Source: an optimization exercise on an open RTL-to-GDS flow (aim: small area, a short achievable clock period and few clock cycles per item). Production flows keep margins and buffers that such runs may drop.
At most, simulation tests tie the RTL to the original design; equivalence was not proved.
No functional check of the RTL was part of run 2.
Power and IR drop assume default switching activity.

## flow/design.v (module list and top-level ports; edited modules follow where they fit)
// module dotproduct: 1566 lines
module dotproduct (
    input  logic         clk_i,
    input  logic         rst_ni,
    input  logic         start_i,
    input  logic [7:0]   nnz_i,
    input  logic [31:0]  a0_i, a1_i, a2_i, a3_i, a4_i,
                         a5_i, a6_i, a7_i, a8_i, a9_i,
    input  logic [31:0]  b0_i, b1_i, b2_i, b3_i, b4_i,
                         b5_i, b6_i, b7_i, b8_i, b9_i,
    input  logic [31:0]  c_i,
    output logic [63:0]  result_o,
    output logic         busy_o,
    output logic         result_valid_o,
    output logic [31:0]  cycle_count_o
);
  // ...
==> flow/flow/run.sh <==
#!/bin/bash
set -o pipefail
export BUFFER_PORTS_ARGS="-buffer_cell sky130_fd_sc_hd__buf_1"
bash standard.sh SETUP_SLACK_MARGIN=9.0 finish > standard.log 2>&1
==> flow/standard.sh <==
#!/bin/bash
# synth_recipe.tcl (not shown) runs the flow's synth.tcl, then flattens the netlist and writes it again
# the make line also repeats each setting of config.mk as NAME=value (left out here)
make -C /OpenROAD-flow-scripts/flow DESIGN_CONFIG=/design/flow/config.mk WORK_HOME=/design/flow/orfs CLKGATE_MAP_FILE= SYNTH_SCRIPT=/design/flow/synth_recipe.tcl "${@:-finish}"
==> flow/config.mk <==
export PLATFORM = sky130hd
export DESIGN_NAME = dotproduct
export DESIGN_NICKNAME = dotproduct
export VERILOG_FILES = /design/flow/design.v
export SDC_FILE = /design/flow/constraint.sdc
export NUM_CORES = 4
export LEC_CHECK = 0
export ABC_AREA = 1
export CAP_MARGIN = 20
export CORE_MARGIN = 2
export CORE_UTILIZATION = 40
export CTS_BUF_LIST = sky130_fd_sc_hd__clkbuf_4 sky130_fd_sc_hd__clkbuf_8
export SLEW_MARGIN = 20
==> flow/constraint.sdc <==
create_clock -name core_clock -period 15.0 [get_ports {clk_i}]
set_input_delay 3.0000 -clock core_clock [delete_from_list [all_inputs] [get_ports {clk_i}]]
set_output_delay 3.0000 -clock core_clock [all_outputs]
set_load 0.01 [all_outputs]
==> flow_summary.json, run 1 <==
{
  "grt_max_degree": 95,
  "synth.area.mux_share_pct": 0.1473,
  "hold_start": "cnt_q[0]",
  "syn-instance-count": 4042,
  "fin_skew_ps": 34.24,
  "track_usage_pct": 38.48,
  "ant_nets": 0,
  "whs_ps": 508.1,
  "synthArstFlopShare_pct": 12.59,
  "dpl.hpwl_um": 113800,
  "crit_fanout": 4,
  "relSlewSlack_pct": 29.60,
  "use_met3_pct": 8.063,
  "worst_slack_ps": 9166,
  "ctsHoldBuffers": 0,
  "routed-wl-met3_um": 13740,
  "worst_pin_slew_ps": 1053,
  "synth_flop_cell": "dfxtp_1",
  "pwr.group.clock_uw": 384,
  "status": "finished clean",
  "peakVddDrop_mv": 0.06382,
  "clock-sinks": 143,
  "drt_pass1_iterations": 7,
  "crit_top_cell": "inv_1",
  "largestRegisters": "acc x64, M x32, sel x10",
  "cp-endpoint": "result_o[63]"
}
Testbench counts, summed over its fixed seeds: cycles 18,851, items 2,400.
==> run 2: changes to the inputs <==
--- a/flow/design.v
+++ b/flow/design.v
@@ -1527,17 +1527,17 @@
     assign fs709 = acc[61] ^ ms521 ^ mc584;
     assign fc710 = (acc[61] & ms521) | (acc[61] & mc584) | (ms521 & mc584);
     assign fs711 = acc[62] ^ ms522 ^ mc585;
     assign fc712 = (acc[62] & ms522) | (acc[62] & mc585) | (ms522 & mc585);
     assign fs713 = acc[63] ^ ms523 ^ mc586;
     assign fc714 = (acc[63] & ms523) | (acc[63] & mc586) | (ms523 & mc586);
     assign fsum = {fs713, fs711, fs709, fs707, fs705, fs703, fs701, fs699, fs697, fs695, fs693, fs691, fs689, fs687, fs685, fs683, fs681, fs679, fs677, fs675, fs673, fs671, fs669, fs667, fs665, fs663, fs661, fs659, fs657, fs655, fs653, fs651, fs649, fs647, fs645, fs643, fs641, fs639, fs637, fs635, fs633, fs631, fs629, fs627, fs625, fs623, fs621, fs619, fs617, fs615, fs613, fs611, fs609, fs607, fs605, fs603, fs601, fs599, fs597, fs595, fs593, fs591, fs589, fs587};
     assign fcar = {fc712, fc710, fc708, fc706, fc704, fc702, fc700, fc698, fc696, fc694, fc692, fc690, fc688, fc686, fc684, fc682, fc680, fc678, fc676, fc674, fc672, fc670, fc668, fc666, fc664, fc662, fc660, fc658, fc656, fc654, fc652, fc650, fc648, fc646, fc644, fc642, fc640, fc638, fc636, fc634, fc632, fc630, fc628, fc626, fc624, fc622, fc620, fc618, fc616, fc614, fc612, fc610, fc608, fc606, fc604, fc602, fc600, fc598, fc596, fc594, fc592, fc590, fc588, mc524};
-    localparam int BW = 16;
+    localparam int BW = 4;
     localparam int NB = 64 / BW;
     logic [NB-2:0] bc;
     logic [63:0]   bcw;
     logic [63:0]   acc_next;
     logic [NB-2:0] bc_next;
     always_comb begin
         bcw = 64'd0;
         for (int k = 1; k < NB; k++) bcw[k*BW] = bc[k-1];
==> run 2 against run 1 <==
Net effect: critical path type unchanged; non-clock buffer count down 76; global-route usage up 1.7 points; wire length increased by 4.6%; worst hold slack lost 10 ps; combinational power increased to 4.9 times the previous value; setup slack worse by 94 ps; still clean on timing, DRC and antenna; clock skew down 15 ps.
==> flow_summary.json, run 2 <==
{
  "status": "finished clean",
  "dpl.hpwl_um": 117800,
  "synth-xor-area-share_pct": 10.79,
  "ant_nets": 0,
  "cts.path.max_buffers": 2,
  "met1_length_um": 58520,
  "syn-instance-count": 4066,
  "die_h_um": 265.9,
  "synth_compound_area_share_pct": 14.06,
  "wl_met2_um": 63310,
  "yosys.area_share.adder_pct": 24.45,
  "largestRegisters": "acc x64, M x32, bc x15",
  "ctsHoldBuffers": 0,
  "crit_top_cell": "inv_1",
  "r2r_slack_ps": 9210,
  "path_clk_slew_ps": 90,
  "p_per_area_nw_per_um2": 252.6,
  "post-route-period-util_pct": 39.52,
  "coreArea_um2": 68230,
  "pre_cts_ws_ps": 8627,
  "top_register": "acc",
  "route.detailed.drc": 0,
  "row_count": 96,
  "fmax_mhz": 168.7,
  "routed-wl-met3_um": 15270,
  "yosysSeqAreaShare_pct": 11.64,
  "dr.first_iter.drc_count": 3824,
  "grt_pass1_vias": 29330,
  "finalHoldViolCount": 0,
  "relSlewSlack_pct": 19.66,
  "num_vias": 31190,
  "peakVddDrop_mv": 0.2704,
  "worstPathArrival_ps": 2930,
  "clk_latency_ps": 550,
  "cts_tree": "done",
  "worst_slack_ps": 9072,
  "layout_common_cells": "nand2_1, buf_1, inv_1, xor2_1, fa_1",
  "via_per_inst": 5.587,
  "start_kind": "flop",
  "wl_um": 145600,
  "area_growth_pct": 14.56,
  "dieArea_um2": 70730,
  "synth_area_leader_cell": "fa_1",
  "clock-sinks": 155,
  "wl_per_cell_um": 26.08,
  "track_usage_pct": 40.16,
  "critical_path.max_stage_delay_ps": 370,
  "utilization_pct": 46.09,
  "yosys.area_share.simple_pct": 25.84,
  "fin_skew_ps": 19.06,
  "cts_root_buf": "clkbuf_8",
  "synth_top_family_by_area": "simple AND/OR/NAND/NOR gates",
  "grt_pass1_wl_um": 204300,
  "ys_top_cells_by_count": "nand2_1, inv_1, xor2_1",
  "die_w_um": 265.9,
  "yosys.area.top_type_share_pct": 18.89,
  "ff_latch_area_um2": 3242,
  "synthArstFlopShare_pct": 11.61,
  "p_leak_uw": 0.01559,
  "cap_violations": 0,
  "nFillCells": 7392,
  "synth_flop_cell": "dfxtp_1",
  "place.gp.congestion": 1.016,
  "port_buffers": 752,
  "drt_pass1_iterations": 7,
  "synth.avg_cell_area_um2": 6.750,
  "cts_made_buffers": 17,
  "path_class": "reg -> out",
  "synth_area_um2": 27450,
  "cp.required_ps": 12000,
  "initial_utilization_pct": 40.23,
  "endpoint_kind": "output pin",
  "synth_area_leaders": "fa_1, nand2_1, xor2_1",
  "synth_edf_count": 0,
  "h-tree-depth": 4,
  "synth.area.mux_share_pct": 0.6565,
  "ys_warn_count": 1,
  "min_path_type": "reg -> reg",
  "overflow": 0,
  "nNetsFinal": 5714,
  "ioPinCount": 781,
  "crit_fanout": 3,
  "largest_register_ffs": 64,
  "top_layer_used": "met4",
  "ys_seq_elements": 155,
  "multi_input_area_um2": 21210,
  "critPathSlowestCell": "ha_1",
  "grt_max_degree": 79,
  "worst_pin_slew_ps": 1175,
  "crit_chain": "ha_1 -> inv_1 -> nor3_1 -> inv_1 -> o22ai_1 -> a22oi_1 -> o21ai_0 -> a21oi_1 -> o21ai_1 -> xor2_1 -> buf_1",
  "rsz0062_at_grt": "yes",
  "slew_violations": 0,
  "p_total_uw": 7942,
  "placed_cell_area_um2": 30560,
  "antenna_found_initial": 39,
  "mostFrequentLayoutCell": "nand2_1",
  "synth.most_common_cell": "nand2_1",
  "design_area_um2": 31440,
  "final.setup.tns_ps": 0,
  "synthDistinctLibCells": 58,
  "setup_violations": 0,
  "min_period_ps": 5928,
  "drive_above_1_share_pct": 4.654
}
-- run 2: cell type report --
class / count / share of cell area, %
clock inverter: 14 / 0.5213
tap: 882 / 3.510
sequential: 155 / 10.31
inverter: 569 / 6.813
antenna: 38 / 0.3024
clock buffer: 18 / 0.7680
multi-input combinational: 3100 / 67.47
timing repair buffer: 807 / 10.31
-- run 2: report_power, final --
group | total (µW) | switching [µW] | internal (µW)
sequential | 865 | 214 | 652
clock | 342 | 190 | 153
combinational | 6730 | 4060 | 2680
total | 7940 | 4460 | 3480
-- run 2: stage by stage --
step                      hold slack [ps]  instances
after detailed placement            478.2       5503
after CTS                           500.0       5538
after floorplan                     384.0       4093
final                               497.7       5583
after global placement              473.9       5503
after global routing                518.7       5572
-- run 2: per-layer routing --
| metal | track usage, % | up-vias |
|---|---|---|
| met5 | 0 | - |
| met2 | 61.15 | 1881 |
| met4 | 21.97 | 0 |
| li1 | - | 14180 |
| met1 | 52.12 | 14830 |
| met3 | 10.02 | 302 |
-- run 2: final timing paths --
path                           from           end  cells after the start
setup / recovery             bc[11]  result_o[59]                     11
hold / removal             cnt_q[1]      cnt_q[1]                      2
setup reg to reg            bneg[5]       acc[19]                     17
hold reg to reg            cnt_q[1]      cnt_q[1]                      2
max in group asynchronous    rst_ni        sel[5]                      1
min in group asynchronous    rst_ni       valid_q                      1
-- run 2: kinds of logic (layout without fill, tap and decap cells) --
kind of cell	after synthesis	after routing
AOI/OAI and AO/OA	622	622
xor gates and xnor gates	338	338
adders and majority gates	381	381
buffers and inverters	838	1408
DFF	155	155
muxes	18	18
other	1	66
and+or+nand+nor	1713	1713
-- run 2: worst max-delay path: cells and delay by family, from the launching register on --
family | cells | cell delay [ps]
buf+inv | 3 | 360
simple gates | 1 | 230
fa+ha+maj | 1 | 370
flops | 1 | 360
xor+xnor | 1 | 170
compound gates | 5 | 900
-- run 2: repair_timing --
action / in CTS / in global routing
gates resized for setup: 23 / 56
hold endpoints to repair: 0 / 0
buffers inserted: 3 / 7
setup endpoints to repair: 21 / 60
pin swaps: 2 / 9

-- what the ideal ports hide --
In the flow no input, the clock included, has a driving cell. The finished layouts below were timed again as built, in two steps.
Step 1, drivers: a clkbuf_16 drives clk_i and a buf_2 each remaining input, both assumed.
Step 2 also shifts input and output timing later by t, the mid clock arrival at the registers, as if the neighbouring blocks saw the same clock.
Three values: ideal, step 1, step 2; two values: the first two.
| run | shift t [ns] | setup slack, ns | hold slack, ns |
|---|---|---|---|
| run 1 | 0.597 | 9.166 / 9.106 / 8.693 | 0.508 / 0.508 / 0.508 |
| run 2 | 0.597 | 9.072 / 9.017 / 8.755 | 0.498 / 0.498 / 0.498 |
After both steps every run listed still meets setup and hold. The setup slack of run 1, which loses most, moves by -0.060 ns with the drivers and by -0.473 ns with both steps.
